This is an optimization exercise on Yosys and OpenROAD, whose aim is small area, not a production implementation.
Where RTL was checked, it was by simulation tests only, not by an equivalence proof against the original.
The clock input has no modelled driver; a real chip could not lean on it and would need a root buffer or a full tree.
Power figures rest on the tool's default switching activity, not on a simulated workload.

Design pong, start of the top module:
module pong(btns, auto, background, pclk, rst, hsync, vsync, red, green, blue);
    input wire pclk;
    input wire rst;
    input wire auto, background;
    input wire[3:0] btns;
    output wire hsync, vsync;
    output wire[4:0] red, blue;
    output wire[5:0] green;
    reg [12:0] lfsr;
    reg [2:0]  m;
    reg [9:0]  hcount, vcount;
    reg [8:0]  pad1, pad2;       
    reg [9:0]  ball_x;           
    reg [7:0]  ball_yh;          
    reg        vel_x, vel_y;     
    genvar i;
    wire nz   = ~|lfsr[11:2];
    wire z12  = nz & ~lfsr[1] & ~lfsr[0];
    wire step = z12 & ~lfsr[12];                                    
    wire wrap = z12 & lfsr[12];                                     
    wire cnt2 = nz & ~lfsr[12] & lfsr[1] & lfsr[0];                 
    wire m0   = ~m[1] & ~m[0];                                      
    wire lfb  = lfsr[12] ^ lfsr[3] ^ lfsr[2] ^ lfsr[0] ^ z12;
    always @(posedge pclk) begin
        if (rst) lfsr <= 13'd0;
        else     lfsr <= {lfsr[11:0], lfb};
        if (rst | wrap) m <= 3'd0;
        else            m <= {m[1] & m[0], m[0], ~m[2]};
    end
    wire hend = hcount[9] & hcount[8] & (&hcount[4:0]);    
    wire vend = vcount[9] & vcount[3];                     
    wire [10:0] hc, vc;
    wire [9:0] hn, vn;
    assign hc[0] = m0;
    assign vc[0] = m0 & hend;
    generate for (i = 0; i < 10; i = i + 1) begin : g_hv
        assign hn[i] = hcount[i] ^ hc[i];
        assign hc[i+1] = hcount[i] & hc[i];
        assign vn[i] = vcount[i] ^ vc[i];
        assign vc[i+1] = vcount[i] & vc[i];
    end endgenerate
    always @(posedge pclk) begin
        if (rst | (m0 & hend))
            hcount <= 0;
        else
            hcount <= hn;
        if (rst | (m0 & hend & vend))
            vcount <= 0;
        else
            vcount <= vn;
    end
    wire zone1 = ~vel_x & ~ball_x[9] & ~ball_x[8] & ~ball_x[7] & ~ball_x[6] &
  ...
Size in the first run: ~74 flip-flops, roughly 4300 um^2 of cells after synthesis.
clock: 12.0 ns
lec_check: 0
cap_margin: 20
core_margin: 2
core_utilization: 70
place_density: 0.8
slew_margin: 20
standard.sh (not shown) runs the stock make flow with config.mk's settings and CLKGATE_MAP_FILE= SYNTH_SCRIPT=/design/flow/synth_recipe.tcl, a recipe that flattens the netlist after the stock synthesis.
==> flow/flow/run.sh <==
#!/bin/bash
# Own layout flow: ORFS with an area-oriented synthesis that keeps the best of
# several ABC scripts (see synth.tcl), small
# port buffers, no timing-driven buffering in placement, and a small
# hand-built two-level clock tree (cts_hook.tcl) in place of TritonCTS.
set -euo pipefail
cd "$(dirname "$0")/.."
W=$(pwd)
export MY_ABC_SCRIPTS="$(ls $W/flow/abc_*.scr | tr '\n' ' ')"
make -C "$FLOW_HOME" DESIGN_CONFIG=$W/config.mk WORK_HOME=$W/orfs CLKGATE_MAP_FILE= \
  SYNTH_SCRIPT=$W/flow/synth.tcl ADDER_MAP_FILE= \
  REMOVE_ABC_BUFFERS=1 GPL_TIMING_DRIVEN=0 \
  PRE_CTS_TCL=$W/flow/cts_hook.tcl \
  "BUFFER_PORTS_ARGS=-buffer_cell sky130_fd_sc_hd__buf_1" \
  finish > $W/make.log 2>&1
R=$W/orfs/results/sky130hd/pong/base
: # left out here: write the final layout as DEF
Other scripts of this flow, unchanged in this note and not shown: flow/flow/abc_dch.scr, flow/flow/abc_ds1.scr, flow/flow/abc_ds2.scr, flow/flow/abc_ds3.scr, flow/flow/abc_ds4.scr, flow/flow/abc_ds5.scr, flow/flow/abc_ds6.scr, flow/flow/abc_ds7.scr, flow/flow/abc_ds8.scr, flow/flow/clock_tree.tcl, flow/flow/cts_eval.tcl, flow/flow/cts_hook.tcl, flow/flow/synth.tcl
Next try:
--- a/flow/design.v
+++ b/flow/design.v
@@ -12,29 +12,29 @@
     reg [9:0]  hcount, vcount;
     reg [8:0]  pad1, pad2;       
     reg [9:0]  ball_x;           
     reg [7:0]  ball_yh;          
     reg        vel_x, vel_y;     
     genvar i;
     wire nz   = ~|lfsr[11:2];
     wire z12  = nz & ~lfsr[1] & ~lfsr[0];
     wire step = z12 & ~lfsr[12];                                    
     wire wrap = z12 & lfsr[12];                                     
     wire cnt2 = nz & ~lfsr[12] & lfsr[1] & lfsr[0];                 
-    wire m0   = ~m[1] & ~m[0];                                      
+    wire m0   = ~|m;
     wire lfb  = lfsr[12] ^ lfsr[3] ^ lfsr[2] ^ lfsr[0] ^ z12;
     always @(posedge pclk) begin
         if (rst) lfsr <= 13'd0;
         else     lfsr <= {lfsr[11:0], lfb};
         if (rst | wrap) m <= 3'd0;
-        else            m <= {m[1] & m[0], m[0], ~m[2]};
+        else            m <= {m[1] & m[0], m[1] ^ m[0], ~m[0] & ~m[2]};
     end
     wire hend = hcount[9] & hcount[8] & (&hcount[4:0]);    
     wire vend = vcount[9] & vcount[3];                     
     wire [10:0] hc, vc;
     wire [9:0] hn, vn;
     assign hc[0] = m0;
     assign vc[0] = m0 & hend;
     generate for (i = 0; i < 10; i = i + 1) begin : g_hv
         assign hn[i] = hcount[i] ^ hc[i];
         assign hc[i+1] = hcount[i] & hc[i];
         assign vn[i] = vcount[i] ^ vc[i];
Effect:
- die area rose by about 0.38%
- worst setup slack gets worse by 0.42 ns
- clock power barely changes
- final cell count fell by about 0.8%
- core utilization rose by 0.48 points
- global-route usage fell by 0.25 points
- area after synthesis rose by about 0.4%
- power rose by about 2.5%
- combinational power rose by about 9%
- worst hold slack gets better by 0.022 ns
- first-iteration DRC count rose by 37%
- cell area rose by about 1.2%
- routed wire length rose by 2.1%
The RTL of the second run of this note was laid out without a check of its function. No run of this note takes its clock network from TritonCTS; it comes from the design's own scripts or RTL.

re-timing with driven ports:
No port has a modelled driver above. Below, the same layouts with a new extraction and two added sets of constraints. Step 1: set_driving_cell puts a clkbuf_16 on pclk and a buf_2 on each other input, an assumption about the parent block. Step 2 moves the port delays by t, midway between the first and last clock arrival at a register: inputs arrive t later, outputs are due t later. That takes back most of the time a late clock gives input paths. Three values: no drivers, after step 1, after step 2; two values: the first two.
run	t, ns	setup WS [ns]	clock arrival spread, ns	worst register clock-pin slew, ns	worst slew at a driven data input, ns
the first run	0.392	5.175 / 5.149 / 5.541	0.015 / 0.014	0.09 / 0.09	0.03
the second run	0.386	4.752 / 4.723 / 5.109	0.014 / 0.013	0.09 / 0.09	0.03
After both steps every run listed still meets setup and hold.
